What follows belongs to an exercise in optimizing a design on an open flow for small area, a short achievable clock period and few clock cycles; a production flow would make more cautious choices.
In this exercise RTL edits were held to simulation tests only and were not proved equivalent to the original.
No activity file was given, so power comes from the tool's default toggle rates.

### design/flow/design.v
module IfDecode(input [5:0] op, output jt, jal, jr);
	assign jt  = !op[5] && op[0] && !op[3] && (!op[1] || op[2]);    
	assign jal = !op[5] && op[2] && !op[3];
	assign jr  = !op[5] && op[1] && !op[2];
endmodule
module Controller(input [5:0] op, func, input jal, output rtype, useimm, regwrite, memread, memwrite, beq,
                  rdrs, rdrt, sub, andop, orop, slt);
	wire addi = !jal && !op[5] && op[3] && !op[4];
	wire slti = !jal && op[5] && op[0];
	wire lw   = !jal && op[5] && op[2] && !op[1];
	wire sw   = !jal && op[5] && op[1] && !op[0];
	assign beq    = !jal && !op[5] && op[4];
	assign rtype  = !jal && !op[5] && !op[0];
	assign useimm = addi || slti || lw || sw || jal;
	assign regwrite = rtype || addi || slti || lw || jal;
	assign memread  = lw;
	assign memwrite = sw;
	assign rdrs = rtype || addi || slti || lw || sw || beq;
	assign rdrt = rtype || sw || beq;
	assign sub   = rtype && func[4];
	assign andop = rtype && func[3];
	assign orop  = rtype && func[2];
	assign slt   = (rtype && func[1]) || slti;
endmodule
module HazardUnit(input d_valid, rdrs, rdrt, input [4:0] rs, rt, input e_memread, input [4:0] e_rd, output stall);
	assign stall = d_valid && e_memread && ((rdrs && rs == e_rd) || (rdrt && rt == e_rd));
endmodule
module ForwardUnit(input e_regwrite, input [4:0] e_rd, rs, rt, input jal, output fa, ft);
	assign fa = e_regwrite && (e_rd == rs) && !jal;
	assign ft = e_regwrite && (e_rd == rt);
endmodule
module RegFile(input clk, we, input [4:0] wa, input [31:0] wd_a, wd_b, input [31:1] s1, s2,
               output [31:0] rd1_n, rd2_n, rc1_n, rc2_n);
	wire [32*31-1:0] q;
	wire [31:1] wsel;
	Dec5 My_WDec(.a(wa), .en(we), .y(wsel));
	genvar k;
	generate
		for (k = 1; k < 32; k = k + 1) begin : r
			reg [31:0] v;
			always @(posedge clk)
				if (wsel[k])
					v <= (k < 16) ? wd_a : wd_b;
			assign q[(k-1)*32 +: 32] = v;
		end
	endgenerate
	ReadPort My_RP1(.s(s1), .q(q), .y_n(rd1_n), .c_n(rc1_n));
	ReadPort My_RP2(.s(s2), .q(q), .y_n(rd2_n), .c_n(rc2_n));
endmodule
module Dec5(input [4:0] a, input en, output [31:1] y);
	genvar k;
	generate
		for (k = 1; k < 32; k = k + 1) begin : d
			assign y[k] = en && (a == k);
		end
	endgenerate
endmodule
module ReadPort(input [31:1] s, input [32*31-1:0] q, output [31:0] y_n, c_n);
	genvar b, g;
	generate
		for (b = 0; b < 32; b = b + 1) begin : bt
			wire [10:0] n;
			wire [2:0] t;
			for (g = 0; g < 10; g = g + 1) begin : grp
				C_AOI222 My_G(.a1(s[3*g+1]), .a2(q[(3*g)*32 + b]), .b1(s[3*g+2]), .b2(q[(3*g+1)*32 + b]),
				              .c1(s[3*g+3]), .c2(q[(3*g+2)*32 + b]), .y(n[g]));
			end
			C_NAND2 My_G10(.a(s[31]), .b(q[30*32 + b]), .y(n[10]));
			C_NAND4 My_T0(.a(n[0]), .b(n[1]), .c(n[2]), .d(n[3]), .y(t[0]));
			C_NAND4 My_T1(.a(n[4]), .b(n[5]), .c(n[6]), .d(n[7]), .y(t[1]));
			C_NAND3 My_T2(.a(n[8]), .b(n[9]), .c(n[10]), .y(t[2]));
			C_NOR3 My_Y(.a(t[0]), .b(t[1]), .c(t[2]), .y(y_n[b]));
			C_NOR3 My_C(.a(t[0]), .b(t[1]), .c(t[2]), .y(c_n[b]));
		end
	endgenerate
endmodule
module BrCmp(input [31:0] a_n, b_n, input go_n, output [3:0] taken, ntaken);
	wire [31:0] ne;
	wire [15:0] e2;
	wire [7:0] d4;
	wire [3:0] e8;
	wire [1:0] d16;
	genvar i;
	generate
		for (i = 0; i < 32; i = i + 1) begin : x
			C_XOR2 My_X(.a(a_n[i]), .b(b_n[i]), .y(ne[i]));
		end
		C_NOR3 My_E0(.a(ne[0]), .b(ne[1]), .c(go_n), .y(e2[0]));
		for (i = 1; i < 16; i = i + 1) begin : l1
			C_NOR2 My_E(.a(ne[2*i]), .b(ne[2*i+1]), .y(e2[i]));
		end
		for (i = 0; i < 8; i = i + 1) begin : l2
			C_NAND2 My_D(.a(e2[2*i]), .b(e2[2*i+1]), .y(d4[i]));
		end
		for (i = 0; i < 4; i = i + 1) begin : l3
			C_NOR2 My_E(.a(d4[2*i]), .b(d4[2*i+1]), .y(e8[i]));
		end
		for (i = 0; i < 2; i = i + 1) begin : l4
			C_NAND2 My_D(.a(e8[2*i]), .b(e8[2*i+1]), .y(d16[i]));
		end
		for (i = 0; i < 4; i = i + 1) begin : l5
			C_NOR2 My_T(.a(d16[0]), .b(d16[1]), .y(taken[i]));
			C_NAND4 My_N(.a(e8[0]), .b(e8[1]), .c(e8[2]), .d(e8[3]), .y(ntaken[i]));
		end
	endgenerate
endmodule
module ALU(input [31:0] m, ea, eb, input [16:0] imm, input fa, ra, fb, rb, ib, sub, ssum, andop, orop, slt,
           output [31:0] out);
	wire [31:0] a_n, b_n, bx_n, g0, p0, o0, s;
	genvar i;
	generate
		for (i = 0; i < 32; i = i + 1) begin : op
			C_AOI22 My_A(.a1(fa), .a2(m[i]), .b1(ra), .b2(ea[i]), .y(a_n[i]));
			if (i < 17) begin : lo
				C_AOI222 My_B(.a1(fb), .a2(m[i]), .b1(rb), .b2(eb[i]), .c1(ib), .c2(imm[i]), .y(b_n[i]));
			end else begin : hi
				C_AOI22 My_B(.a1(fb), .a2(m[i]), .b1(rb), .b2(eb[i]), .y(b_n[i]));
			end
			C_XOR2 My_X(.a(b_n[i]), .b(sub), .y(bx_n[i]));
			C_NOR2 My_G(.a(a_n[i]), .b(bx_n[i]), .y(g0[i]));
			C_XOR2 My_P(.a(a_n[i]), .b(bx_n[i]), .y(p0[i]));
			C_NAND2 My_O(.a(a_n[i]), .b(bx_n[i]), .y(o0[i]));
		end
	endgenerate
	wire pg_1;
	C_AOI21 My_AOI21_2(.a1(p0[0]), .a2(sub), .b1(g0[0]), .y(pg_1));
	wire pi_3;
	C_INV My_INV_4(.a(pg_1), .y(pi_3));
	wire pg_5;
	C_AOI21 My_AOI21_6(.a1(p0[1]), .a2(pi_3), .b1(g0[1]), .y(pg_5));
	wire pg_7;
	C_AOI21 My_AOI21_8(.a1(p0[3]), .a2(g0[2]), .b1(g0[3]), .y(pg_7));
	wire pp_9;
	C_NAND2 My_NAND2_10(.a(p0[3]), .b(p0[2]), .y(pp_9));
	wire pg_11;
	C_AOI21 My_AOI21_12(.a1(p0[5]), .a2(g0[4]), .b1(g0[5]), .y(pg_11));
	wire pp_13;
	C_NAND2 My_NAND2_14(.a(p0[5]), .b(p0[4]), .y(pp_13));
	wire pg_15;
	C_AOI21 My_AOI21_16(.a1(p0[7]), .a2(g0[6]), .b1(g0[7]), .y(pg_15));
	wire pp_17;
	C_NAND2 My_NAND2_18(.a(p0[7]), .b(p0[6]), .y(pp_17));
	wire pg_19;
	C_AOI21 My_AOI21_20(.a1(p0[9]), .a2(g0[8]), .b1(g0[9]), .y(pg_19));
	wire pp_21;
	C_NAND2 My_NAND2_22(.a(p0[9]), .b(p0[8]), .y(pp_21));
	wire pg_23;
	C_AOI21 My_AOI21_24(.a1(p0[11]), .a2(g0[10]), .b1(g0[11]), .y(pg_23));
	wire pp_25;
	C_NAND2 My_NAND2_26(.a(p0[11]), .b(p0[10]), .y(pp_25));
	wire pg_27;
	C_AOI21 My_AOI21_28(.a1(p0[13]), .a2(g0[12]), .b1(g0[13]), .y(pg_27));
	wire pp_29;
	C_NAND2 My_NAND2_30(.a(p0[13]), .b(p0[12]), .y(pp_29));
	wire pg_31;
	C_AOI21 My_AOI21_32(.a1(p0[15]), .a2(g0[14]), .b1(g0[15]), .y(pg_31));
	wire pp_33;
	C_NAND2 My_NAND2_34(.a(p0[15]), .b(p0[14]), .y(pp_33));
	wire pg_35;
	C_AOI21 My_AOI21_36(.a1(p0[17]), .a2(g0[16]), .b1(g0[17]), .y(pg_35));
	wire pp_37;
	C_NAND2 My_NAND2_38(.a(p0[17]), .b(p0[16]), .y(pp_37));
	wire pg_39;
	C_AOI21 My_AOI21_40(.a1(p0[19]), .a2(g0[18]), .b1(g0[19]), .y(pg_39));
	wire pp_41;
	C_NAND2 My_NAND2_42(.a(p0[19]), .b(p0[18]), .y(pp_41));
	wire pg_43;
	C_AOI21 My_AOI21_44(.a1(p0[21]), .a2(g0[20]), .b1(g0[21]), .y(pg_43));
	wire pp_45;
	C_NAND2 My_NAND2_46(.a(p0[21]), .b(p0[20]), .y(pp_45));
	wire pg_47;
	C_AOI21 My_AOI21_48(.a1(p0[23]), .a2(g0[22]), .b1(g0[23]), .y(pg_47));
	wire pp_49;
	C_NAND2 My_NAND2_50(.a(p0[23]), .b(p0[22]), .y(pp_49));
	wire pg_51;
	C_AOI21 My_AOI21_52(.a1(p0[25]), .a2(g0[24]), .b1(g0[25]), .y(pg_51));
	wire pp_53;
	C_NAND2 My_NAND2_54(.a(p0[25]), .b(p0[24]), .y(pp_53));
	wire pg_55;
	C_AOI21 My_AOI21_56(.a1(p0[27]), .a2(g0[26]), .b1(g0[27]), .y(pg_55));
	wire pp_57;
	C_NAND2 My_NAND2_58(.a(p0[27]), .b(p0[26]), .y(pp_57));
	wire pg_59;
	C_AOI21 My_AOI21_60(.a1(p0[29]), .a2(g0[28]), .b1(g0[29]), .y(pg_59));
	wire pp_61;
	C_NAND2 My_NAND2_62(.a(p0[29]), .b(p0[28]), .y(pp_61));
	wire pg_63;
	C_AOI21 My_AOI21_64(.a1(p0[31]), .a2(g0[30]), .b1(g0[31]), .y(pg_63));
	wire pp_65;
	C_NAND2 My_NAND2_66(.a(p0[31]), .b(p0[30]), .y(pp_65));
	wire pg_67;
	C_OAI21 My_OAI21_68(.a1(pp_9), .a2(pg_5), .b1(pg_7), .y(pg_67));
	wire pg_69;
	C_OAI21 My_OAI21_70(.a1(pp_17), .a2(pg_11), .b1(pg_15), .y(pg_69));
	wire pp_71;
	C_NOR2 My_NOR2_72(.a(pp_17), .b(pp_13), .y(pp_71));
	wire pg_73;
	C_OAI21 My_OAI21_74(.a1(pp_25), .a2(pg_19), .b1(pg_23), .y(pg_73));
	wire pp_75;
	C_NOR2 My_NOR2_76(.a(pp_25), .b(pp_21), .y(pp_75));
	wire pg_77;
	C_OAI21 My_OAI21_78(.a1(pp_33), .a2(pg_27), .b1(pg_31), .y(pg_77));
	wire pp_79;
	C_NOR2 My_NOR2_80(.a(pp_33), .b(pp_29), .y(pp_79));
	wire pg_81;
	C_OAI21 My_OAI21_82(.a1(pp_41), .a2(pg_35), .b1(pg_39), .y(pg_81));
	wire pp_83;
	C_NOR2 My_NOR2_84(.a(pp_41), .b(pp_37), .y(pp_83));
	wire pg_85;
	C_OAI21 My_OAI21_86(.a1(pp_49), .a2(pg_43), .b1(pg_47), .y(pg_85));
	wire pp_87;
	C_NOR2 My_NOR2_88(.a(pp_49), .b(pp_45), .y(pp_87));
	wire pg_89;
	C_OAI21 My_OAI21_90(.a1(pp_57), .a2(pg_51), .b1(pg_55), .y(pg_89));
	wire pp_91;
	C_NOR2 My_NOR2_92(.a(pp_57), .b(pp_53), .y(pp_91));
	wire pg_93;
	C_OAI21 My_OAI21_94(.a1(pp_65), .a2(pg_59), .b1(pg_63), .y(pg_93));
	wire pp_95;
	C_NOR2 My_NOR2_96(.a(pp_65), .b(pp_61), .y(pp_95));
	wire pg_97;
	C_AOI21 My_AOI21_98(.a1(pp_71), .a2(pg_67), .b1(pg_69), .y(pg_97));
	wire pg_99;
	C_AOI21 My_AOI21_100(.a1(pp_79), .a2(pg_73), .b1(pg_77), .y(pg_99));
	wire pp_101;
	C_NAND2 My_NAND2_102(.a(pp_79), .b(pp_75), .y(pp_101));
	wire pg_103;
	C_AOI21 My_AOI21_104(.a1(pp_87), .a2(pg_81), .b1(pg_85), .y(pg_103));
	wire pp_105;
	C_NAND2 My_NAND2_106(.a(pp_87), .b(pp_83), .y(pp_105));
	wire pg_107;
	C_AOI21 My_AOI21_108(.a1(pp_95), .a2(pg_89), .b1(pg_93), .y(pg_107));
	wire pp_109;
	C_NAND2 My_NAND2_110(.a(pp_95), .b(pp_91), .y(pp_109));
	wire pg_111;
	C_OAI21 My_OAI21_112(.a1(pp_101), .a2(pg_97), .b1(pg_99), .y(pg_111));
	wire pg_113;
	C_OAI21 My_OAI21_114(.a1(pp_109), .a2(pg_103), .b1(pg_107), .y(pg_113));
	wire pp_115;
	C_NOR2 My_NOR2_116(.a(pp_109), .b(pp_105), .y(pp_115));
	wire pg_117;
	C_AOI21 My_AOI21_118(.a1(pp_115), .a2(pg_111), .b1(pg_113), .y(pg_117));
	wire pi_119;
	C_INV My_INV_120(.a(pg_111), .y(pi_119));
	wire pg_121;
	C_OAI21 My_OAI21_122(.a1(pp_105), .a2(pi_119), .b1(pg_103), .y(pg_121));
	wire pi_123;
	C_INV My_INV_124(.a(pg_97), .y(pi_123));
	wire pg_125;
	C_AOI21 My_AOI21_126(.a1(pp_75), .a2(pi_123), .b1(pg_73), .y(pg_125));
	wire pg_127;
	C_AOI21 My_AOI21_128(.a1(pp_83), .a2(pg_111), .b1(pg_81), .y(pg_127));
	wire pg_129;
	C_AOI21 My_AOI21_130(.a1(pp_91), .a2(pg_121), .b1(pg_89), .y(pg_129));
	wire pi_131;
	C_INV My_INV_132(.a(pg_67), .y(pi_131));
	wire pg_133;
	C_OAI21 My_OAI21_134(.a1(pp_13), .a2(pi_131), .b1(pg_11), .y(pg_133));
	wire pg_135;
	C_OAI21 My_OAI21_136(.a1(pp_21), .a2(pg_97), .b1(pg_19), .y(pg_135));
	wire pg_137;
	C_OAI21 My_OAI21_138(.a1(pp_29), .a2(pg_125), .b1(pg_27), .y(pg_137));
	wire pg_139;
	C_OAI21 My_OAI21_140(.a1(pp_37), .a2(pi_119), .b1(pg_35), .y(pg_139));
	wire pg_141;
	C_OAI21 My_OAI21_142(.a1(pp_45), .a2(pg_127), .b1(pg_43), .y(pg_141));
	wire pi_143;
	C_INV My_INV_144(.a(pg_121), .y(pi_143));
	wire pg_145;
	C_OAI21 My_OAI21_146(.a1(pp_53), .a2(pi_143), .b1(pg_51), .y(pg_145));
	wire pg_147;
	C_OAI21 My_OAI21_148(.a1(pp_61), .a2(pg_129), .b1(pg_59), .y(pg_147));
	wire pi_149;
	C_INV My_INV_150(.a(pg_5), .y(pi_149));
	wire pg_151;
	C_AOI21 My_AOI21_152(.a1(p0[2]), .a2(pi_149), .b1(g0[2]), .y(pg_151));
	wire pg_153;
	C_AOI21 My_AOI21_154(.a1(p0[4]), .a2(pg_67), .b1(g0[4]), .y(pg_153));
	wire pg_155;
	C_AOI21 My_AOI21_156(.a1(p0[6]), .a2(pg_133), .b1(g0[6]), .y(pg_155));
	wire pg_157;
	C_AOI21 My_AOI21_158(.a1(p0[8]), .a2(pi_123), .b1(g0[8]), .y(pg_157));
	wire pg_159;
	C_AOI21 My_AOI21_160(.a1(p0[10]), .a2(pg_135), .b1(g0[10]), .y(pg_159));
	wire pi_161;
	C_INV My_INV_162(.a(pg_125), .y(pi_161));
	wire pg_163;
	C_AOI21 My_AOI21_164(.a1(p0[12]), .a2(pi_161), .b1(g0[12]), .y(pg_163));
	wire pg_165;
	C_AOI21 My_AOI21_166(.a1(p0[14]), .a2(pg_137), .b1(g0[14]), .y(pg_165));
	wire pg_167;
	C_AOI21 My_AOI21_168(.a1(p0[16]), .a2(pg_111), .b1(g0[16]), .y(pg_167));
	wire pg_169;
	C_AOI21 My_AOI21_170(.a1(p0[18]), .a2(pg_139), .b1(g0[18]), .y(pg_169));
	wire pi_171;
	C_INV My_INV_172(.a(pg_127), .y(pi_171));
	wire pg_173;
	C_AOI21 My_AOI21_174(.a1(p0[20]), .a2(pi_171), .b1(g0[20]), .y(pg_173));
	wire pg_175;
	C_AOI21 My_AOI21_176(.a1(p0[22]), .a2(pg_141), .b1(g0[22]), .y(pg_175));
	wire pg_177;
	C_AOI21 My_AOI21_178(.a1(p0[24]), .a2(pg_121), .b1(g0[24]), .y(pg_177));
	wire pg_179;
	C_AOI21 My_AOI21_180(.a1(p0[26]), .a2(pg_145), .b1(g0[26]), .y(pg_179));
	wire pi_181;
	C_INV My_INV_182(.a(pg_129), .y(pi_181));
	wire pg_183;
	C_AOI21 My_AOI21_184(.a1(p0[28]), .a2(pi_181), .b1(g0[28]), .y(pg_183));
	wire pg_185;
	C_AOI21 My_AOI21_186(.a1(p0[30]), .a2(pg_147), .b1(g0[30]), .y(pg_185));
	C_XNOR2 My_XNOR2_187(.a(p0[1]), .b(pg_1), .y(s[1]));
	C_XNOR2 My_XNOR2_188(.a(p0[2]), .b(pg_5), .y(s[2]));
	C_XNOR2 My_XNOR2_189(.a(p0[3]), .b(pg_151), .y(s[3]));
	C_XOR2 My_XOR2_190(.a(p0[4]), .b(pg_67), .y(s[4]));
	C_XNOR2 My_XNOR2_191(.a(p0[5]), .b(pg_153), .y(s[5]));
	C_XOR2 My_XOR2_192(.a(p0[6]), .b(pg_133), .y(s[6]));
	C_XNOR2 My_XNOR2_193(.a(p0[7]), .b(pg_155), .y(s[7]));
	C_XNOR2 My_XNOR2_194(.a(p0[8]), .b(pg_97), .y(s[8]));
	C_XNOR2 My_XNOR2_195(.a(p0[9]), .b(pg_157), .y(s[9]));
	C_XOR2 My_XOR2_196(.a(p0[10]), .b(pg_135), .y(s[10]));
	C_XNOR2 My_XNOR2_197(.a(p0[11]), .b(pg_159), .y(s[11]));
	C_XNOR2 My_XNOR2_198(.a(p0[12]), .b(pg_125), .y(s[12]));
	C_XNOR2 My_XNOR2_199(.a(p0[13]), .b(pg_163), .y(s[13]));
	C_XOR2 My_XOR2_200(.a(p0[14]), .b(pg_137), .y(s[14]));
	C_XNOR2 My_XNOR2_201(.a(p0[15]), .b(pg_165), .y(s[15]));
	C_XOR2 My_XOR2_202(.a(p0[16]), .b(pg_111), .y(s[16]));
	C_XNOR2 My_XNOR2_203(.a(p0[17]), .b(pg_167), .y(s[17]));
	C_XOR2 My_XOR2_204(.a(p0[18]), .b(pg_139), .y(s[18]));
	C_XNOR2 My_XNOR2_205(.a(p0[19]), .b(pg_169), .y(s[19]));
	C_XNOR2 My_XNOR2_206(.a(p0[20]), .b(pg_127), .y(s[20]));
	C_XNOR2 My_XNOR2_207(.a(p0[21]), .b(pg_173), .y(s[21]));
	C_XOR2 My_XOR2_208(.a(p0[22]), .b(pg_141), .y(s[22]));
	C_XNOR2 My_XNOR2_209(.a(p0[23]), .b(pg_175), .y(s[23]));
	C_XOR2 My_XOR2_210(.a(p0[24]), .b(pg_121), .y(s[24]));
	C_XNOR2 My_XNOR2_211(.a(p0[25]), .b(pg_177), .y(s[25]));
	C_XOR2 My_XOR2_212(.a(p0[26]), .b(pg_145), .y(s[26]));
	C_XNOR2 My_XNOR2_213(.a(p0[27]), .b(pg_179), .y(s[27]));
	C_XNOR2 My_XNOR2_214(.a(p0[28]), .b(pg_129), .y(s[28]));
	C_XNOR2 My_XNOR2_215(.a(p0[29]), .b(pg_183), .y(s[29]));
	C_XOR2 My_XOR2_216(.a(p0[30]), .b(pg_147), .y(s[30]));
	C_XNOR2 My_XNOR2_217(.a(p0[31]), .b(pg_185), .y(s[31]));
	wire lt_218;
	assign lt_218 = pg_117;
	wire lt = lt_218;
	C_XOR2 My_XOR2_219(.a(p0[0]), .b(sub), .y(s[0]));
	wire [31:0] lg;
	assign lg = ({32{andop}} & g0) | ({32{orop}} & o0);
	generate
		for (i = 1; i < 32; i = i + 1) begin : rs
			C_A21O My_R(.a1(ssum), .a2(s[i]), .b1(lg[i]), .y(out[i]));
		end
	endgenerate
	wire r0;
	C_A21O My_R0(.a1(ssum), .a2(s[0]), .b1(lg[0]), .y(r0));
	C_A21O My_R0s(.a1(slt), .a2(lt), .b1(r0), .y(out[0]));
endmodule
module C_INV(input a, output y);
	assign y = !a;
endmodule
module C_NAND2(input a, b, output y);
	assign y = !(a && b);
endmodule
module C_NOR2(input a, b, output y);
	assign y = !(a || b);
endmodule
module C_XOR2(input a, b, output y);
	assign y = a ^ b;
endmodule
module C_XNOR2(input a, b, output y);
	assign y = !(a ^ b);
endmodule
module C_NAND3(input a, b, c, output y);
	assign y = !(a && b && c);
endmodule
module C_NAND4(input a, b, c, d, output y);
	assign y = !(a && b && c && d);
endmodule
module C_NOR3(input a, b, c, output y);
	assign y = !(a || b || c);
endmodule
module C_NOR4(input a, b, c, d, output y);
	assign y = !(a || b || c || d);
endmodule
module C_OR3(input a, b, c, output y);
	assign y = a || b || c;
endmodule
module C_OR2(input a, b, output y);
	assign y = a || b;
endmodule
module C_AOI21(input a1, a2, b1, output y);
	assign y = !((a1 && a2) || b1);
endmodule
module C_OAI21(input a1, a2, b1, output y);
	assign y = !((a1 || a2) && b1);
endmodule
module C_A21O(input a1, a2, b1, output y);
	assign y = (a1 && a2) || b1;
endmodule
module C_AOI22(input a1, a2, b1, b2, output y);
	assign y = !((a1 && a2) || (b1 && b2));
endmodule
module C_AOI222(input a1, a2, b1, b2, c1, c2, output y);
	assign y = !((a1 && a2) || (b1 && b2) || (c1 && c2));
endmodule
module C_MUX2(input a0, a1, s, output y);
	assign y = s ? a1 : a0;
endmodule
module MipsProcessor(input clk, rst, output [31:0] imem_addr, input [31:0] imem_data,
                     output [31:0] dmem_addr, dmem_wdata, output dmem_we, dmem_re, input [31:0] dmem_rdata);
	reg  [31:0] pc;
	wire [31:1] inc = pc[31:1] + 31'd1;
	wire [31:0] pc1 = pc[0] ? {inc, 1'b0} : {pc[31:1], 1'b1};
	wire [31:0] pc2 = {inc, pc[0]};
	wire [5:0]  iop = imem_data[31:26];
	wire if_jt, if_jal, if_jr, if_jal_a, if_jal_b, nc_a1, nc_a2, nc_b1, nc_b2;
	IfDecode My_IfDecode(.op(iop), .jt(if_jt), .jal(if_jal), .jr(if_jr));
	IfDecode My_IfDecodeA(.op(iop), .jt(nc_a1), .jal(if_jal_a), .jr(nc_a2));
	IfDecode My_IfDecodeB(.op(iop), .jt(nc_b1), .jal(if_jal_b), .jr(nc_b2));
	wire stall;
	wire [3:0] br_taken, br_ntaken;    
	wire [31:0] br_target;
	wire [31:0] pc_seq = if_jt ? {pc1[31:26], imem_data[25:0]} : (if_jr ? pc2 : pc1);
	wire [31:0] pc_hold = stall ? pc : pc_seq;
	wire [31:0] pc_next;
	genvar i;
	generate
		for (i = 0; i < 32; i = i + 1) begin : pcm
			wire t_n, h_n;
			C_NAND2 My_T(.a(br_taken[i/8]), .b(br_target[i]), .y(t_n));
			C_NAND2 My_H(.a(br_ntaken[i/8]), .b(pc_hold[i]), .y(h_n));
			C_NAND2 My_M(.a(t_n), .b(h_n), .y(pc_next[i]));
		end
	endgenerate
	always @(posedge clk, posedge rst) begin
		if (rst)
			pc <= 32'd0;
		else
			pc <= pc_next;
	end
	OutRegR My_PcOut(.clk(clk), .rst(rst), .d(pc_next), .q(imem_addr));
	reg        d_valid;
	reg [31:0] d_w;
	always @(posedge clk, posedge rst) begin
		if (rst)
			d_valid <= 1'b0;
		else
			d_valid <= br_ntaken[3] && (stall ? d_valid : 1'b1);
	end
	reg [31:1] d_s1, d_s2;
	wire [31:1] n_s1, n_s2;
	Dec5 My_SDec1(.a(stall ? d_w[25:21] : imem_data[25:21]), .en(1'b1), .y(n_s1));
	Dec5 My_SDec2(.a(stall ? d_w[20:16] : imem_data[20:16]), .en(1'b1), .y(n_s2));
	always @(posedge clk) begin
		d_s1 <= n_s1;
		d_s2 <= n_s2;
	end
	always @(posedge clk) begin
		if (!stall)
			d_w <= {imem_data[31:26], if_jal_b ? pc1[25:13] : imem_data[25:13], if_jal_a ? pc1[12:0] : imem_data[12:0]};
	end
	wire [4:0] d_rs = d_w[25:21];
	wire [4:0] d_rt = d_w[20:16];
	wire [4:0] d_rd = d_w[15:11];
	wire d_jal = !d_w[31] && d_w[28] && !d_w[29];
	wire c_rtype, c_useimm, c_regwrite, c_memread, c_memwrite, c_beq, c_rdrs, c_rdrt, c_sub, c_and, c_or, c_slt;
	Controller My_Controller(.op(d_w[31:26]), .func(d_w[5:0]), .jal(d_jal), .rtype(c_rtype), .useimm(c_useimm),
	                         .regwrite(c_regwrite), .memread(c_memread), .memwrite(c_memwrite), .beq(c_beq),
	                         .rdrs(c_rdrs), .rdrt(c_rdrt), .sub(c_sub), .andop(c_and), .orop(c_or), .slt(c_slt));
	wire [4:0] d_dst = d_jal ? 5'd31 : (c_rtype ? d_rd : d_rt);
	wire        m_regwrite;
	wire [4:0]  m_rd;
	wire [31:0] m_wd, m_wd_b;
	wire [31:0] rf1_n, rf2_n, rc1_n, rc2_n;
	RegFile My_RegFile(.clk(clk), .we(m_regwrite), .wa(m_rd), .wd_a(m_wd), .wd_b(m_wd_b), .s1(d_s1), .s2(d_s2), .rd1_n(rf1_n), .rd2_n(rf2_n), .rc1_n(rc1_n), .rc2_n(rc2_n));
	wire byp1 = m_regwrite && (m_rd == d_rs);
	wire byp2 = m_regwrite && (m_rd == d_rt);
	wire sa_jal = d_jal;
	wire sa_rd  = !d_jal && byp1 && m_memread;
	wire sa_res = !d_jal && byp1 && !m_memread;
	wire sa_rf_n = d_jal || byp1;
	wire sb_rd  = byp2 && m_memread;
	wire sb_res = byp2 && !m_memread;
	wire sb_rf_n = byp2;
	wire [31:0] jalv = {pc[31:26], d_w[25:0]};
	wire [31:0] opa, opb;
	generate
		for (i = 0; i < 32; i = i + 1) begin : byp
			wire na_rd, na_res, na_jal, na_rf, nb_rd, nb_res, nb_rf;
			C_NAND2 My_ARd(.a(sa_rd), .b(dmem_rdata[i]), .y(na_rd));
			C_NAND2 My_ARes(.a(sa_res), .b(m_res[i]), .y(na_res));
			C_NAND2 My_AJal(.a(sa_jal), .b(jalv[i]), .y(na_jal));
			C_OR2 My_ARf(.a(sa_rf_n), .b(rf1_n[i]), .y(na_rf));
			C_NAND4 My_A(.a(na_rd), .b(na_res), .c(na_jal), .d(na_rf), .y(opa[i]));
			C_NAND2 My_BRd(.a(sb_rd), .b(dmem_rdata[i]), .y(nb_rd));
			C_NAND2 My_BRes(.a(sb_res), .b(m_res[i]), .y(nb_res));
			C_OR2 My_BRf(.a(sb_rf_n), .b(rf2_n[i]), .y(nb_rf));
			C_NAND3 My_B(.a(nb_rd), .b(nb_res), .c(nb_rf), .y(opb[i]));
		end
	endgenerate
	BrCmp My_BrCmp(.a_n(rc1_n), .b_n(rc2_n), .go_n(!(d_valid && c_beq)), .taken(br_taken), .ntaken(br_ntaken));
	assign br_target = pc + {15'd0, d_w[15], d_w[15:0]};
	reg        e_regwrite, e_memread, e_memwrite;
	reg [4:0]  e_rd;
	HazardUnit My_HazardUnit(.d_valid(d_valid), .rdrs(c_rdrs), .rdrt(c_rdrt), .rs(d_rs), .rt(d_rt),
	                         .e_memread(e_memread), .e_rd(e_rd), .stall(stall));
	wire fa, ft;
	ForwardUnit My_ForwardUnit(.e_regwrite(e_regwrite), .e_rd(e_rd), .rs(d_rs), .rt(d_rt), .jal(d_jal), .fa(fa), .ft(ft));
	reg [31:0] e_a, e_b;
	reg [15:0] e_imm;
	reg        e_fa, e_ra, e_fb, e_rb, e_ib, e_ft;
	reg        e_sub, e_ssum, e_and, e_or, e_slt;
	wire d_go = d_valid && !stall;
	always @(posedge clk, posedge rst) begin
		if (rst) begin
			e_regwrite <= 1'b0; e_memread <= 1'b0; e_memwrite <= 1'b0;
		end else begin
			e_regwrite <= d_go && c_regwrite && (d_dst != 5'd0);
			e_memread  <= d_go && c_memread;
			e_memwrite <= d_go && c_memwrite;
		end
	end
	always @(posedge clk) begin
		e_rd   <= d_dst;
		e_a    <= opa;
		e_b    <= opb;
		e_imm  <= d_w[15:0];
		e_fa   <= fa;
		e_ra   <= !fa;
		e_ft   <= ft;
		e_fb   <= ft && !c_useimm;
		e_rb   <= !ft && !c_useimm;
		e_ib   <= c_useimm && !d_jal;
		e_sub  <= c_sub | c_slt;
		e_ssum <= !(c_and | c_or | c_slt);
		e_and  <= c_and;
		e_or   <= c_or;
		e_slt  <= c_slt;
	end
	reg [31:0] m_res, m_sd;
	wire [31:0] sd = e_ft ? m_res : e_b;
	wire [31:0] res;
	OutReg My_AddrOut(.clk(clk), .d(res), .q(dmem_addr));
	ALU My_ALU(.m(m_res), .ea(e_a), .eb(e_b), .imm({e_imm[15], e_imm}), .fa(e_fa), .ra(e_ra), .fb(e_fb), .rb(e_rb), .ib(e_ib),
	           .sub(e_sub), .ssum(e_ssum), .andop(e_and), .orop(e_or), .slt(e_slt), .out(res));
	reg m_regwrite_r, m_memread, m_memwrite;
	reg [4:0] m_rd_r;
	always @(posedge clk, posedge rst) begin
		if (rst) begin
			m_regwrite_r <= 1'b0; m_memread <= 1'b0; m_memwrite <= 1'b0;
		end else begin
			m_regwrite_r <= e_regwrite; m_memread <= e_memread; m_memwrite <= e_memwrite;
		end
	end
	reg m_re_o;
	always @(posedge clk) begin
		m_re_o <= e_memread;
		m_rd_r <= e_rd;
		m_res  <= res;
		m_sd   <= sd;
	end
	assign m_regwrite = m_regwrite_r;
	assign m_rd = m_rd_r;
	generate
		for (i = 0; i < 32; i = i + 1) begin : wdm
			C_MUX2 My_WA(.a0(m_res[i]), .a1(dmem_rdata[i]), .s(m_memread), .y(m_wd[i]));
			C_MUX2 My_WB(.a0(m_res[i]), .a1(dmem_rdata[i]), .s(m_memread), .y(m_wd_b[i]));
		end
	endgenerate
	assign dmem_wdata = m_sd;
	assign dmem_we    = m_memwrite;
	assign dmem_re    = m_re_o;
endmodule
module OutReg(input clk, input [31:0] d, output reg [31:0] q);
	always @(posedge clk)
		q <= d;
endmodule
module OutRegR(input clk, rst, input [31:0] d, output reg [31:0] q);
	always @(posedge clk, posedge rst)
		if (rst)
			q <= 32'd0;
		else
			q <= d;
endmodule
### design/flow/flow/run.sh
#!/bin/bash
# The standard synthesis and layout (standard.sh), with:
#  - ports buffered with buf_4 instead of the library's first buffer;
#  - larger clock-tree sink clusters and no dummy clock loads;
#  - after global routing, cells with ample slack are downsized (flow/downsize.tcl).
set -o pipefail
bash standard.sh \
  SETUP_SLACK_MARGIN=8.45 \
  MATCH_CELL_FOOTPRINT=0 \
  "BUFFER_PORTS_ARGS=-buffer_cell sky130_fd_sc_hd__buf_4" \
  "CTS_ARGS=-sink_clustering_enable -repair_clock_nets -sink_clustering_size 25 -sink_clustering_max_diameter 80 -dont_use_dummy_load" \
  POST_GLOBAL_ROUTE_TCL=$PWD/flow/post_grt.tcl \
  finish > flow_make.log 2>&1
### design/flow/flow/downsize.tcl
# Area recovery: replace cells by smaller sizes of the same function where the
# timing through them stays well above the design's worst setup slack.
# Runs inside ORFS (after global route repair); parasitics from global routing.
proc ds_smaller_cells { lc } {
  set name [get_property $lc name]
  if {![regexp {^(sky130_fd_sc_hd__[a-z0-9]+)_([0-9]+)$} $name -> base sz]} { return {} }
  set a [get_property $lc area]
  set out {}
  foreach c [get_lib_cells */${base}_*] {
    set cn [get_property $c name]
    if {[get_property $c dont_use]} continue
    set ca [get_property $c area]
    if {$ca < $a} { lappend out [list $ca $c] }
  }
  return [lsort -real -index 0 $out]
}
proc ds_inst_slack { inst } {
  set sl 1e9
  foreach p [get_pins -of $inst] {
    set s [get_property $p slack_max]
    if {$s ne "INF" && $s < $sl} { set sl $s }
  }
  return $sl
}
proc ds_max_out_cap { inst } {
  # largest total capacitance driven by an output of the instance (pF)
  set mx 0
  foreach p [get_pins -of $inst -filter "direction==output"] {
    set net [get_nets -quiet -of $p]
    if {$net eq ""} continue
    set c [sta::Net_capacitance $net [sta::cmd_scene] max]
    if {$c > $mx} { set mx $c }
  }
  return [expr {$mx * 1e12}]
}
proc ds_drv_ok { rs rc } {
  # worst max-slew and max-capacitance slack, relative to the limit
  return [expr {[sta::max_slew_check_slack_limit] >= $rs && [sta::max_capacitance_check_slack_limit] >= $rc}]
}
proc downsize_all { guard } {
  set wns [worst_slack -max]
  set rs [expr {min(0.2, [sta::max_slew_check_slack_limit])}]
  set rc [expr {min(0.2, [sta::max_capacitance_check_slack_limit])}]
  puts "downsize: slew and capacitance margins kept at $rs $rc"
  set thr [expr {$wns + $guard}]
  puts "downsize: worst slack $wns, keeping instance slack above $thr"
  set saved 0; set n 0
  set cands {}
  foreach inst [get_cells *] {
    set lc [get_lib_cells -of $inst]
    if {$lc eq "NULL" || $lc eq ""} continue
    set cn [get_property $lc name]
    if {[string match "*clkbuf*" $cn] || [string match "*clkinv*" $cn] || [string match "*tap*" $cn] || [string match "*fill*" $cn] || [string match "*decap*" $cn] || [string match "*dly*" $cn]} continue
    set sm [ds_smaller_cells $lc]
    if {[llength $sm] == 0} continue
    set sl [ds_inst_slack $inst]
    if {$sl < $thr + 0.05} continue
    # a weak driver on a long or heavily loaded net is left alone: its delay
    # depends most on parasitics that change after detailed routing
    if {[ds_max_out_cap $inst] > 0.02} continue
    lappend cands [list $sl $inst]
  }
  # most slack first
  foreach c [lsort -real -decreasing -index 0 $cands] {
    set inst [lindex $c 1]
    set lc [get_lib_cells -of $inst]
    set a0 [get_property $lc area]
    foreach s [ds_smaller_cells $lc] {
      set nc [lindex $s 1]
      replace_cell $inst $nc
      if {[ds_inst_slack $inst] >= $thr && [worst_slack -max] >= $wns - 1e-4 && [ds_drv_ok $rs $rc]} {
        set saved [expr {$saved + $a0 - [lindex $s 0]}]
        incr n
        break
      } else {
        replace_cell $inst $lc
      }
    }
  }
  puts "downsize: resized $n instances, saved [format %.1f $saved] um2, worst slack now [worst_slack -max]"
}
### design/flow/flow/post_grt.tcl
# After the global-route timing repair: recover area from cells on paths
# with ample slack (see downsize.tcl). The estimated parasitics are written
# to SPEF and read back so that they stay attached to the nets while cells
# are swapped.
source [file join [file dirname [info script]] downsize.tcl]
set ds_spef [file join $::env(RESULTS_DIR) 5_1_grt_est.spef]
estimate_parasitics -global_routing -spef_file $ds_spef
read_spef $ds_spef
downsize_all 0.25
### design/flow/standard.sh
#!/bin/bash
# synth_recipe.tcl (not shown) runs the flow's synth.tcl, then flattens the netlist and writes it again
# the make line also repeats each setting of config.mk as NAME=value (left out here)
make -C /OpenROAD-flow-scripts/flow DESIGN_CONFIG=/design/flow/config.mk WORK_HOME=/design/flow/orfs CLKGATE_MAP_FILE= SYNTH_SCRIPT=/design/flow/synth_recipe.tcl "${@:-finish}"
### design/flow/config.mk
export PLATFORM = sky130hd
export DESIGN_NAME = MipsProcessor
export DESIGN_NICKNAME = MipsProcessor
export VERILOG_FILES = /design/flow/design.v
export SDC_FILE = /design/flow/constraint.sdc
export NUM_CORES = 8
export LEC_CHECK = 0
export CAP_MARGIN = 20
export CORE_MARGIN = 2
export CORE_UTILIZATION = 60
export PLACE_DENSITY = 0.7
export SLEW_MARGIN = 20
export SYNTH_HIERARCHICAL = 1
### design/flow/constraint.sdc
create_clock -name core_clock -period 12.0 [get_ports {clk}]
set_input_delay 2.4000 -clock core_clock [delete_from_list [all_inputs] [get_ports {clk}]]
set_output_delay 2.4000 -clock core_clock [all_outputs]
set_load 0.01 [all_outputs]
==> impl_metrics.ini, run 1 <==
[critical_path]
rr_worst_depth = 13
cp_cell_sequence = buf_6
cp.arrival_ns = 1.25
worstPathMaxFanout = 1
worst_setup_path_start_kind = register
critPathBufInv = 1
path_delay_family = flip-flops
critPathCaptureType = primary output
path_class = reg -> out
critPathRequiredTime_ns = 9.60
max_stage_delay_ns = 0.46
rrSetupSlack_ns = 8.41
worst_path_max_delay_cell = dfrtp_2
reg2reg_from = d_s2[8]$_DFF_P_
reg2reg_to = pc[9]$_DFF_PP0_

[cts]
cts-root-buf = clkbuf_16
post_cts_buffers = 28
cts_tree = built
h-tree-depth = 3
cts.sinks = 1355
cts_hold_buf = 0
cts_buffer_depth = 3
clk_latency_ns = 0.68
cts_resized = 63
numCtsBuffers = 66
clkSlewWorstSetupHoldPaths_ns = 0.10

[die]
die_w_um = 315
pin_count = 164
core-area_sq_um = 96300
dieArea_sq_um = 99300
start_util_pct = 60.3
rows = 114
die_y_um = 315

[drt]
antenna_left = 0
vias = 45018
detail_route.vias_per_cell = 7.79
avgRoutedWirePerCell_um = 37.4
drt_iter0_markers = 9991
dr.pass1.iters = 15
drc_errors = 0
drt_wl_total_mm = 216

[outcome]
status = complete, no violations

[timing]
totalNegativeSetupSlack_ns = 0
slew_headroom_pct = 24.1
setup_viol = 0
fmax_ghz = 0.274
timing.final.crit_period_ns = 3.65
hold-worst-slack_ns = 0.356
final_hold_viol_count = 0
post-route-period-util_pct = 30.4
worst_pin_slew_ns = 1.13
maxSlewViolCount = 0
final.setup_skew_ns = 0.0545

[min_path]
min_path_type = reg -> reg
min_from = e_memwrite$_DFF_PP0_
whs_path_depth = 0
hold_path_end = m_memwrite$_DFF_PP0_

[finish]
largest_reg_flops = 992
nets = 4583
regMostFlops = My_RegFile.r.v
drive_gt1_share_pct = 14.0
area_growth_pct = 9.00
utilization_pct = 65.8
final_common_cell = edfxtp_1
final_cell_mix = edfxtp_1, a222oi_1, nand2_1

[logic_synthesis]
syn-mean-instance-area_sq_um = 14.1
netlist_area_sq_um = 58100
netlist_instances = 4107
synth-warning-count = 10

[global_routing]
grt_start_max_net_pins = 55
grt_first_pass_wirelength_mm = 299
track_usage_pct = 42.7
overflow = 0
antenna_found_initial = 11
grt_pass1_vias = 42387

[power_and_ir_drop]
worst_ir_drop_vdd_mv = 0.123
powerDensity_nw_per_um2 = 174
p_leak_uw = 0.0215

[flow_run]
maxCapViolCount = 0

[placed_design]
io_buffers = 163
finalWeightedCongestion = 0.934
dp_hpwl_mm = 128
report_power, final:
| part | leakage (uW) | switching (uW) | total (uW) | internal [uW] |
|---|---|---|---|---|
| Clock | 0.000813 | 1420 | 2410 | 989 |
| Combinational | 0.00826 | 1570 | 2370 | 806 |
| Sequential | 0.0124 | 411 | 6230 | 5820 |
| Total | 0.0215 | 3400 | 11000 | 7620 |
worst register-to-register path, stage by stage (launching register included):
cell      delay [ns]
dfxtp_1         0.69
buf_4           0.50
a222oi_1        0.17
nand4_1         0.14
buf_4           0.20
nor3_2          0.07
xor2_1          0.16
nor2_1          0.25
nand2_1         0.17
nor2_4          0.35
nand2_2         0.29
nor2_4          0.34
nand2_1         0.11
nand2_1         0.10
worst max-delay path by stage:
| stage | slack, ns | endpoint | startpoint | cells after the start |
|---|---|---|---|---|
| 2_1_floorplan | 8.34 | My_PcOut.q[21]$_DFF_PP0_ | imem_data[28] | 9 |
| 3_3_place_gp | 7.44 | My_PcOut.q[4]$_DFF_PP0_ | imem_data[28] | 10 |
| 3_5_place_dp | 7.41 | pc[25]$_DFF_PP0_ | imem_data[29] | 9 |
| 4_1_cts | 8.34 | imem_addr[31] | My_PcOut.q[31]$_DFF_PP0_ | 1 |
| 6_report | 8.35 | imem_addr[24] | My_PcOut.q[24]$_DFF_PP0_ | 1 |
per-layer routing:
layer  GRT usage (%)  wire [um]
met5            1.35        249
met4            26.7      16000
met3            17.5      39200
met2            60.0      89100
met1            54.8      71600
per-stage QoR:
stage | cell area, sq um | power (uW) | instances | worst slack, ns
after floorplan | 58300 | 7570 | 4122 | 8.34
after global placement | 61800 | 8570 | 5611 | 7.44
after detailed placement | 61800 | 8610 | 5611 | 7.41
after CTS | 63900 | 11000 | 5706 | 8.34
final | 63300 | 11000 | 5782 | 8.35
layout make-up:
class	count	area, sq um
multi-input cells	2674	19400
fillers	7164	33000
flip-flops and latches	1355	37700
repair buffers	369	2740
diodes	10	25.0
well taps	1276	1600
inverters	32	125
clock buffers	66	1650
Testbench counts, summed over its fixed seeds: cycles 49,457.
==> run 2, diff against run 1 <==
--- a/design/flow/design.v
+++ b/design/flow/design.v
@@ -30,7 +30,7 @@
 	assign ft = e_regwrite && (e_rd == rt);
 endmodule
 module RegFile(input clk, we, input [4:0] wa, input [31:0] wd_a, wd_b, input [31:1] s1, s2,
-               output [31:0] rd1_n, rd2_n, rc1_n, rc2_n);
+               output [31:0] rd1_n, rd2_n);
 	wire [32*31-1:0] q;
 	wire [31:1] wsel;
 	Dec5 My_WDec(.a(wa), .en(we), .y(wsel));
@@ -44,8 +44,8 @@
 			assign q[(k-1)*32 +: 32] = v;
 		end
 	endgenerate
-	ReadPort My_RP1(.s(s1), .q(q), .y_n(rd1_n), .c_n(rc1_n));
-	ReadPort My_RP2(.s(s2), .q(q), .y_n(rd2_n), .c_n(rc2_n));
+	ReadPort My_RP1(.s(s1), .q(q), .y_n(rd1_n));
+	ReadPort My_RP2(.s(s2), .q(q), .y_n(rd2_n));
 endmodule
 module Dec5(input [4:0] a, input en, output [31:1] y);
 	genvar k;
@@ -55,7 +55,7 @@
 		end
 	endgenerate
 endmodule
-module ReadPort(input [31:1] s, input [32*31-1:0] q, output [31:0] y_n, c_n);
+module ReadPort(input [31:1] s, input [32*31-1:0] q, output [31:0] y_n);
 	genvar b, g;
 	generate
 		for (b = 0; b < 32; b = b + 1) begin : bt
@@ -70,7 +70,6 @@
 			C_NAND4 My_T1(.a(n[4]), .b(n[5]), .c(n[6]), .d(n[7]), .y(t[1]));
 			C_NAND3 My_T2(.a(n[8]), .b(n[9]), .c(n[10]), .y(t[2]));
 			C_NOR3 My_Y(.a(t[0]), .b(t[1]), .c(t[2]), .y(y_n[b]));
-			C_NOR3 My_C(.a(t[0]), .b(t[1]), .c(t[2]), .y(c_n[b]));
 		end
 	endgenerate
 endmodule
@@ -387,6 +386,9 @@
 module C_OR2(input a, b, output y);
 	assign y = a || b;
 endmodule
+module C_OAI211(input a1, a2, b1, c1, output y);
+	assign y = !((a1 || a2) && b1 && c1);
+endmodule
 module C_AOI21(input a1, a2, b1, output y);
 	assign y = !((a1 && a2) || b1);
 endmodule
@@ -437,7 +439,7 @@
 		else
 			pc <= pc_next;
 	end
-	OutRegR My_PcOut(.clk(clk), .rst(rst), .d(pc_next), .q(imem_addr));
+	assign imem_addr = pc;
 	reg        d_valid;
 	reg [31:0] d_w;
 	always @(posedge clk, posedge rst) begin
@@ -470,8 +472,8 @@
 	wire        m_regwrite;
 	wire [4:0]  m_rd;
 	wire [31:0] m_wd, m_wd_b;
-	wire [31:0] rf1_n, rf2_n, rc1_n, rc2_n;
-	RegFile My_RegFile(.clk(clk), .we(m_regwrite), .wa(m_rd), .wd_a(m_wd), .wd_b(m_wd_b), .s1(d_s1), .s2(d_s2), .rd1_n(rf1_n), .rd2_n(rf2_n), .rc1_n(rc1_n), .rc2_n(rc2_n));
+	wire [31:0] rf1_n, rf2_n;
+	RegFile My_RegFile(.clk(clk), .we(m_regwrite), .wa(m_rd), .wd_a(m_wd), .wd_b(m_wd_b), .s1(d_s1), .s2(d_s2), .rd1_n(rf1_n), .rd2_n(rf2_n));
 	wire byp1 = m_regwrite && (m_rd == d_rs);
 	wire byp2 = m_regwrite && (m_rd == d_rt);
 	wire sa_jal = d_jal;
@@ -485,19 +487,16 @@
 	wire [31:0] opa, opb;
 	generate
 		for (i = 0; i < 32; i = i + 1) begin : byp
-			wire na_rd, na_res, na_jal, na_rf, nb_rd, nb_res, nb_rf;
+			wire na_rd, na_oth, nb_rd, nb_res;
 			C_NAND2 My_ARd(.a(sa_rd), .b(dmem_rdata[i]), .y(na_rd));
-			C_NAND2 My_ARes(.a(sa_res), .b(m_res[i]), .y(na_res));
-			C_NAND2 My_AJal(.a(sa_jal), .b(jalv[i]), .y(na_jal));
-			C_OR2 My_ARf(.a(sa_rf_n), .b(rf1_n[i]), .y(na_rf));
-			C_NAND4 My_A(.a(na_rd), .b(na_res), .c(na_jal), .d(na_rf), .y(opa[i]));
+			C_AOI22 My_AOth(.a1(sa_res), .a2(m_res[i]), .b1(sa_jal), .b2(jalv[i]), .y(na_oth));
+			C_OAI211 My_A(.a1(sa_rf_n), .a2(rf1_n[i]), .b1(na_rd), .c1(na_oth), .y(opa[i]));
 			C_NAND2 My_BRd(.a(sb_rd), .b(dmem_rdata[i]), .y(nb_rd));
 			C_NAND2 My_BRes(.a(sb_res), .b(m_res[i]), .y(nb_res));
-			C_OR2 My_BRf(.a(sb_rf_n), .b(rf2_n[i]), .y(nb_rf));
-			C_NAND3 My_B(.a(nb_rd), .b(nb_res), .c(nb_rf), .y(opb[i]));
+			C_OAI211 My_B(.a1(sb_rf_n), .a2(rf2_n[i]), .b1(nb_rd), .c1(nb_res), .y(opb[i]));
 		end
 	endgenerate
-	BrCmp My_BrCmp(.a_n(rc1_n), .b_n(rc2_n), .go_n(!(d_valid && c_beq)), .taken(br_taken), .ntaken(br_ntaken));
+	BrCmp My_BrCmp(.a_n(rf1_n), .b_n(rf2_n), .go_n(!(d_valid && c_beq)), .taken(br_taken), .ntaken(br_ntaken));
 	assign br_target = pc + {15'd0, d_w[15], d_w[15:0]};
 	reg        e_regwrite, e_memread, e_memwrite;
 	reg [4:0]  e_rd;
@@ -539,7 +538,6 @@
 	reg [31:0] m_res, m_sd;
 	wire [31:0] sd = e_ft ? m_res : e_b;
 	wire [31:0] res;
-	OutReg My_AddrOut(.clk(clk), .d(res), .q(dmem_addr));
 	ALU My_ALU(.m(m_res), .ea(e_a), .eb(e_b), .imm({e_imm[15], e_imm}), .fa(e_fa), .ra(e_ra), .fb(e_fb), .rb(e_rb), .ib(e_ib),
 	           .sub(e_sub), .ssum(e_ssum), .andop(e_and), .orop(e_or), .slt(e_slt), .out(res));
 	reg m_regwrite_r, m_memread, m_memwrite;
@@ -566,18 +564,8 @@
 			C_MUX2 My_WB(.a0(m_res[i]), .a1(dmem_rdata[i]), .s(m_memread), .y(m_wd_b[i]));
 		end
 	endgenerate
+	assign dmem_addr  = m_res;
 	assign dmem_wdata = m_sd;
 	assign dmem_we    = m_memwrite;
 	assign dmem_re    = m_re_o;
 endmodule
-module OutReg(input clk, input [31:0] d, output reg [31:0] q);
-	always @(posedge clk)
-		q <= d;
-endmodule
-module OutRegR(input clk, rst, input [31:0] d, output reg [31:0] q);
-	always @(posedge clk, posedge rst)
-		if (rst)
-			q <= 32'd0;
-		else
-			q <= d;
-endmodule
--- a/design/flow/flow/downsize.tcl
+++ b/design/flow/flow/downsize.tcl
@@ -57,7 +57,7 @@
     if {$sl < $thr + 0.05} continue
     # a weak driver on a long or heavily loaded net is left alone: its delay
     # depends most on parasitics that change after detailed routing
-    if {[ds_max_out_cap $inst] > 0.02} continue
+    if {[ds_max_out_cap $inst] > 0.04} continue
     lappend cands [list $sl $inst]
   }
   # most slack first
--- a/design/flow/flow/post_grt.tcl
+++ b/design/flow/flow/post_grt.tcl
@@ -6,4 +6,4 @@
 set ds_spef [file join $::env(RESULTS_DIR) 5_1_grt_est.spef]
 estimate_parasitics -global_routing -spef_file $ds_spef
 read_spef $ds_spef
-downsize_all 0.25
+downsize_all 0.30
==> run 2 against run 1 <==
  * Hold slack gained 0.00083 ns
  * Final area fell by 3.4%
  * Clock power fell by 8%
  * Critical endpoint is now imem_addr[26]
  * Largest cell class unchanged
  * Largest power group unchanged
  * Highest routed layer unchanged
==> impl_metrics.ini, run 2 <==
[placed_design]
io_buffers = 163
finalWeightedCongestion = 1.00
placed_area_sq_um = 59900
dp.cells = 5367
post-place-ws_ns = 7.39
dp_hpwl_mm = 120

[die]
dieArea_sq_um = 96100
core-area_sq_um = 93000
die_y_um = 310
die_w_um = 310
rows = 112
pin_count = 164
start_util_pct = 60.4

[cts]
h-tree-depth = 2
cts.sinks = 1291
cts_hold_buf = 0
clk_latency_ns = 0.75
numCtsBuffers = 60
cts-root-buf = clkbuf_16
post_cts_buffers = 77
cts_resized = 226
cts_buffer_depth = 3
clkSlewWorstSetupHoldPaths_ns = 0.11
cts_tree = built

[drt]
avgRoutedWirePerCell_um = 35.5
vias = 42483
detail_route.vias_per_cell = 7.68
antenna_left = 0
drt_wl_total_mm = 196
drc_errors = 0
dr.pass1.iters = 14
drt_iter0_markers = 9266

[power_and_ir_drop]
powerDensity_nw_per_um2 = 172
seqPwrFrac_pct = 55.1
worst_ir_drop_vdd_mv = 0.124
combPwrFrac_pct = 23.7
cell_internal_pwr_uw = 7320
power_uw = 10500
sw_frac_of_total_pct = 30.2
p_leak_uw = 0.0201
pwr-share-clk_pct = 21.2
p_sw_uw = 3170

[critical_path]
cp.arrival_ns = 1.39
worst_setup_path_start_kind = register
critPathCaptureType = primary output
worstPathMaxFanout = 2
path_class = reg -> out
rrSetupSlack_ns = 8.25
critPathRequiredTime_ns = 9.60

[global_routing]
grt_first_pass_wirelength_mm = 275
overflow = 0
antenna_found_initial = 6
track_usage_pct = 39.9
grt_start_max_net_pins = 55
grt_pass1_vias = 40480

[timing]
timing.final.crit_period_ns = 3.79
final.setup_skew_ns = 0.0766
totalNegativeSetupSlack_ns = 0
worst_slack_ns = 8.21
maxSlewViolCount = 0
post-route-period-util_pct = 31.6
fmax_ghz = 0.264
final_hold_viol_count = 0
slew_headroom_pct = 34.3
setup_viol = 0
worst_pin_slew_ns = 0.984

[outcome]
status = complete, no violations

[finish]
largest_reg_flops = 992
final_common_cell = edfxtp_1
fin_area_sq_um = 61200
drive_gt1_share_pct = 14.4
nets = 4358
regMostFlops = My_RegFile.r.v
final_cells = 5532
final_cell_mix = edfxtp_1, a222oi_1, nand2_1
area_growth_pct = 8.81

[logic_synthesis]
syn-mean-instance-area_sq_um = 14.5
netlist_instances = 3882
netlist_area_sq_um = 56200
synth-warning-count = 8

[flow_run]
maxCapViolCount = 0

[min_path]
min_path_type = reg -> reg
run 2: final cells by class:
cell class                      instances  area, sq um
Antenna cell                            7         17.5
Clock buffer                           60         1500
Fill cell                            7072        31900
Inverter                               31          124
Multi-Input combinational cell       2514        18600
Sequential cell                      1291        36500
Tap cell                             1254         1570
Timing Repair Buffer                  373         2790
Timing Repair inverter                  2         12.5
run 2: path summary, 6_finish.rpt:
path,cells after the start,startpoint,to
worst max-delay path,2,pc[26]$_DFF_PP0_,imem_addr[26]
worst min-delay path,0,e_memwrite$_DFF_PP0_,m_memwrite$_DFF_PP0_
worst max register to register,12,d_s2[1]$_DFF_P_,pc[25]$_DFF_PP0_
min in group asynchronous,2,rst,pc[27]$_DFF_PP0_
worst min register to register,0,e_memwrite$_DFF_PP0_,m_memwrite$_DFF_PP0_
max in group asynchronous,2,rst,m_memread$_DFF_PP0_
run 2: layer usage:
layer	vias to the layer above	GRT usage, %	part of all wire, %
met5	-	0	0.014
li1	17459	-	-
met2	3801	60.1	44
met3	672	10.1	15
met4	4	24.6	7.6
met1	20547	52.3	33
run 2: stage by stage:
step	hold WS [ns]	utilization, %
after floorplan	0.331	-
after global placement	0.340	64.4
after detailed placement	0.341	64.4
after CTS	0.361	67.4
final	0.357	65.7
run 2: power groups by stage:
| stage | Combinational (uW) | Clock [uW] | Sequential, uW |
|---|---|---|---|
| final | 2490 | 2220 | 5790 |
| after CTS | 2570 | 2220 | 5780 |
| after global placement | 2130 | 0 | 6010 |
| after floorplan | 1330 | 0 | 5910 |
| after detailed placement | 2160 | 0 | 6020 |
run 2: worst max-delay path, cell delays in order (launching register included):
cell,delay (ns)
dfrtp_1,0.40
buf_8,0.15
buf_6,0.13
Testbench counts of run 2, summed over its fixed seeds: cycles 49,457.
==> run 3, diff against run 2 <==
--- a/design/flow/flow/run.sh
+++ b/design/flow/flow/run.sh
@@ -6,6 +6,7 @@
 set -o pipefail
 bash standard.sh \
   SETUP_SLACK_MARGIN=8.45 \
+  TNS_END_PERCENT=5 \
   MATCH_CELL_FOOTPRINT=0 \
   "BUFFER_PORTS_ARGS=-buffer_cell sky130_fd_sc_hd__buf_4" \
   "CTS_ARGS=-sink_clustering_enable -repair_clock_nets -sink_clustering_size 25 -sink_clustering_max_diameter 80 -dont_use_dummy_load" \
==> run 3 against run 2 <==
  * Synthesized cell count did not move
  * Largest power group unchanged
  * Core utilization shrank 0.64 points
  * Critical path depth stayed put
  * Area after synthesis is the same
  * Via count decreased by 0.84%
  * Clock-buffer cell count rose by 1
  * Highest routed layer unchanged
  * Register-to-register slack improved by 0.06 ns
  * Die area unchanged
  * Maximum frequency rose by 0.50%
  * First-iteration DRC count shrank 1.6%
==> impl_metrics.ini, run 3 <==
[outcome]
status = complete, no violations

[timing]
fmax_ghz = 0.265
final.setup_skew_ns = 0.0740
timing.final.crit_period_ns = 3.78
worst_pin_slew_ns = 1.02
totalNegativeSetupSlack_ns = 0
post-route-period-util_pct = 31.5
setup_viol = 0
slew_headroom_pct = 31.9
final_hold_viol_count = 0
maxSlewViolCount = 0

[global_routing]
track_usage_pct = 39.6
grt_start_max_net_pins = 55
grt_first_pass_wirelength_mm = 274
antenna_found_initial = 6
grt_pass1_vias = 40518
overflow = 0

[die]
pin_count = 164
die_y_um = 310
die_w_um = 310
dieArea_sq_um = 96100
start_util_pct = 60.4
core-area_sq_um = 93000
rows = 112

[finish]
final_common_cell = edfxtp_1
final_cell_mix = edfxtp_1, a222oi_1, nand2_1
drive_gt1_share_pct = 14.0
regMostFlops = My_RegFile.r.v
nets = 4291
multiInputGateArea_sq_um = 18800
fin_area_sq_um = 60600
area_growth_pct = 7.75
largest_reg_flops = 992
fillers = 7076
layout.area.seq_sq_um = 36400

[power_and_ir_drop]
pwr-share-clk_pct = 21.8
sw_frac_of_total_pct = 30.2
powerDensity_nw_per_um2 = 171
combPwrFrac_pct = 21.1
p_leak_uw = 0.0199
seqPwrFrac_pct = 57.1
cell_internal_pwr_uw = 7220
p_sw_uw = 3130
worst_ir_drop_vdd_mv = 0.125

[cts]
cts_buffer_depth = 3
cts-root-buf = clkbuf_16
numCtsBuffers = 61
cts_hold_buf = 0
post_cts_buffers = 20
cts.sinks = 1291
h-tree-depth = 2
cts_resized = 99
cts_tree = built
clk_latency_ns = 0.73
clkSlewWorstSetupHoldPaths_ns = 0.09

[drt]
drt_iter0_markers = 9122
drt_wl_total_mm = 194
dr_wl_met3_mm = 28.6
dr.max_layer_used = met5
wl_met1_mm = 65.6
wl_met2_mm = 85.8
avgRoutedWirePerCell_um = 35.6
dr.pass1.iters = 13
antenna_left = 0
detail_route.vias_per_cell = 7.71
drc_errors = 0
vias = 42127

[critical_path]
critPathCaptureType = primary output
worst_path_max_delay_cell = dfrtp_1
worstPathMaxFanout = 2
critPathBufInv = 2
startpoint = pc[27]$_DFF_PP0_
cp_cell_sequence = buf_8, buf_6
max_stage_delay_ns = 0.40
reg2reg_from = d_s1[10]$_DFF_P_
path_depth = 2
path_class = reg -> out
critPathRequiredTime_ns = 9.60
cp.arrival_ns = 1.38
path_delay_family = flip-flops
rr_worst_depth = 12
worst_setup_path_start_kind = register

[flow_run]
maxCapViolCount = 0

[placed_design]
dp_hpwl_mm = 121
finalWeightedCongestion = 1.00
io_buffers = 163
placed_area_sq_um = 59800

[min_path]
min_from = e_memwrite$_DFF_PP0_
whs_path_depth = 0
min_path_type = reg -> reg

[logic_synthesis]
netlist_instances = 3882
netlist_area_sq_um = 56200
syn-mean-instance-area_sq_um = 14.5
synth-warning-count = 8
==> run 3: per-layer routing <==
metal	vias to the layer above	global-route usage (%)
li1	17315	-
met5	-	0
met3	606	8.27
met2	3698	59.3
met1	20496	52.8
met4	12	25.5
==> run 3: final timing paths <==
kind | end | slack (ns)
max in group asynchronous | pc[5]$_DFF_PP0_ | 9.34
hold / removal | m_memwrite$_DFF_PP0_ | 0.38
setup / recovery | imem_addr[27] | 8.22
setup reg to reg | pc[17]$_DFF_PP0_ | 8.31
min in group asynchronous | d_valid$_DFF_PP0_ | 1.92
hold reg to reg | m_memwrite$_DFF_PP0_ | 0.38
==> run 3: per-stage QoR <==
stage	cells	power [uW]	setup slack, ns	hold WS (ns)	util, %
floorplan	3897	7240	7.86	0.331	-
global placement	5365	8130	7.37	0.342	64.3
detailed placement	5365	8170	7.36	0.349	64.3
CTS	5447	10400	8.22	0.384	66.3
finish	5463	10400	8.22	0.380	65.1
==> run 3: power groups by stage <==
stage	Sequential (uW)	Combinational, uW	Clock, uW
finish	5910	2190	2250
CTS	5930	2210	2250
detailed placement	6030	2140	0
global placement	6020	2110	0
floorplan	5910	1320	0
==> run 3: final cells by class <==
type,count,share of cell area (%)
Timing Repair Buffer,308,3.50
Multi-Input combinational cell,2513,31.1
Clock buffer,61,2.52
Sequential cell,1291,60.1
Antenna cell,5,0.0207
Tap cell,1254,2.59
Inverter,31,0.198
==> run 3: worst reg2reg max path: stages (launching register included) <==
cell and delay [ns]:
dfxtp_1 0.31, buf_4 0.30, a222oi_1 0.54, nand4_1 0.55, nor3_4 0.40, xor2_1 0.11, nor2_1 0.12, nand2_1 0.15
nor2_4 0.32, nand2_2 0.22, nor2_4 0.34, nand2_1 0.12, nand2_1 0.08
==> run 4, diff against run 3 <==
--- a/design/flow/flow/run.sh
+++ b/design/flow/flow/run.sh
@@ -5,7 +5,7 @@
 #  - after global routing, cells with ample slack are downsized (flow/downsize.tcl).
 set -o pipefail
 bash standard.sh \
-  SETUP_SLACK_MARGIN=8.45 \
+  SETUP_SLACK_MARGIN=8.6 \
   TNS_END_PERCENT=5 \
   MATCH_CELL_FOOTPRINT=0 \
   "BUFFER_PORTS_ARGS=-buffer_cell sky130_fd_sc_hd__buf_4" \
==> run 4 against run 3 <==
  * Non-clock buffer count rose by 17
  * Maximum frequency rose by 0.32%
  * Largest cell class unchanged
  * Highest routed layer unchanged
  * Sequential power barely moved
  * Core utilization barely moved
  * Critical path type unchanged
==> impl_metrics.ini, run 4 <==
[outcome]
status = complete, no violations

[timing]
slew_headroom_pct = 29.2
final.setup_skew_ns = 0.0652
maxSlewViolCount = 0
fmax_ghz = 0.266
totalNegativeSetupSlack_ns = 0
final_hold_viol_count = 0
setup_viol = 0
timing.final.crit_period_ns = 3.76
worst_pin_slew_ns = 1.05
post-route-period-util_pct = 31.4

[critical_path]
path_depth = 1
rrSetupSlack_ns = 8.37
cp.arrival_ns = 1.36
path_class = reg -> out
critPathCaptureType = primary output
max_stage_delay_ns = 0.53
path_delay_family = flip-flops
rr_worst_depth = 12
cp_cell_sequence = buf_6
worst_setup_path_start_kind = register
critPathBufInv = 1
critPathRequiredTime_ns = 9.60
worst_path_max_delay_cell = dfrtp_4
reg2reg_to = pc[19]$_DFF_PP0_
reg2reg_from = d_s2[4]$_DFF_P_
worstPathMaxFanout = 2

[cts]
clkSlewWorstSetupHoldPaths_ns = 0.10
clk_latency_ns = 0.73
cts.sinks = 1291
numCtsBuffers = 60
cts_tree = built
h-tree-depth = 2
cts_hold_buf = 0
cts-root-buf = clkbuf_16
cts_buffer_depth = 3
cts_resized = 124
post_cts_buffers = 36

[drt]
drc_errors = 0
dr.pass1.iters = 11
detail_route.vias_per_cell = 7.68
drt_wl_total_mm = 194
antenna_left = 0
avgRoutedWirePerCell_um = 35.5
drt_iter0_markers = 9340
vias = 42079

[min_path]
min_path_type = reg -> reg
min_from = e_memwrite$_DFF_PP0_
whs_path_depth = 0
hold_path_end = m_memwrite$_DFF_PP0_

[global_routing]
track_usage_pct = 39.7
grt_pass1_vias = 40051
grt_first_pass_wirelength_mm = 274
overflow = 0
antenna_found_initial = 8
grt_start_max_net_pins = 55

[power_and_ir_drop]
pwr-share-clk_pct = 21.6
p_sw_uw = 3100
sw_frac_of_total_pct = 30.1
cell_internal_pwr_uw = 7210
seqPwrFrac_pct = 57.0
p_leak_uw = 0.0200
powerDensity_nw_per_um2 = 170
worst_ir_drop_vdd_mv = 0.122
combPwrFrac_pct = 21.4
power_uw = 10300

[logic_synthesis]
netlist_area_sq_um = 56200
netlist_instances = 3882
synth-warning-count = 8
syn-mean-instance-area_sq_um = 14.5

[placed_design]
io_buffers = 163
finalWeightedCongestion = 0.963
dp_hpwl_mm = 120
dp.cells = 5370

[finish]
largest_reg_flops = 992
drive_gt1_share_pct = 13.9
final_cells = 5476
final_cell_mix = edfxtp_1, a222oi_1, nand2_1
regMostFlops = My_RegFile.r.v
nets = 4308
final_common_cell = edfxtp_1
area_growth_pct = 7.75

[die]
pin_count = 164
die_w_um = 310
start_util_pct = 60.4
die_y_um = 310
core-area_sq_um = 93000
rows = 112
dieArea_sq_um = 96100

[flow_run]
maxCapViolCount = 0
## run 4: how the worst max path moves through the flow
stage / slack [ns] / startpoint / end
final: 8.24 / pc[27]$_DFF_PP0_ / imem_addr[27]
after CTS: 8.23 / pc[27]$_DFF_PP0_ / imem_addr[27]
after detailed placement: 7.48 / imem_data[29] / pc[21]$_DFF_PP0_
after global placement: 7.49 / imem_data[29] / pc[21]$_DFF_PP0_
after floorplan: 8.39 / imem_data[28] / pc[21]$_DFF_PP0_
## run 4: metal layers
layer,up-vias,part of all wire [%],wire [um],track usage (%)
li1,17370,-,-,-
met1,20194,33,64000,52.5
met2,3745,44,85800,60.1
met3,756,15,29100,8.33
met4,14,7.8,15200,25.3
met5,-,0.048,94,0
## run 4: metrics by stage
stage	area, sq um	setup WS (ns)	hold WS [ns]	util [%]
2_1_floorplan	56300	8.39	0.331	-
6_report	60600	8.24	0.362	65.1
3_5_place_dp	59900	7.48	0.348	64.4
3_3_place_gp	59900	7.49	0.349	64.4
4_1_cts	62000	8.23	0.370	66.7
## run 4: power by group through the flow
stage | clock network (uW) | registers, uW | logic, uW
after global placement | 0 | 6010 | 2120
after floorplan | 0 | 5910 | 1330
final | 2230 | 5880 | 2210
after detailed placement | 0 | 6010 | 2150
after CTS | 2230 | 5900 | 2250
## run 4: final cells by class
type,count,area (sq um)
Antenna cell,1,2.50
Fill cell,7073,32500
Sequential cell,1291,36400
Clock buffer,60,1500
Multi-Input combinational cell,2514,18700
Timing Repair Buffer,325,2280
Inverter,31,128
Tap cell,1254,1570

-- static timing again, ports no longer ideal --
The results above use ideal ports. As a check the final layouts listed here were re-extracted and re-timed, cells and wires unchanged.
Step 1 assumes that a clkbuf_16 drives the clock port and a buf_2 every other input.
Step 2 times the ports against the registers' clock, not the clock port: input delays grow and output delays shrink by t, the midpoint of the rising clock arrivals with the driver on.
Slacks: no drivers / after step 1 / after step 2; pairs: no drivers / after step 1.
run	t, ns	setup WS [ns]	worst slew at a driven data input, ns	pins driven straight from the clock port
run 1	0.726	8.353 / 8.284 / 7.807	0.07	1
run 2	0.792	8.206 / 8.128 / 7.727	0.10	1
run 3	0.774	8.224 / 8.143 / 7.734	0.14	1
run 4	0.766	8.237 / 8.166 / 7.643	0.12	1
After both steps setup and hold are still met in every run listed. The setup slack of run 4, which loses most, moves by -0.071 ns with the drivers and by -0.594 ns with both steps.
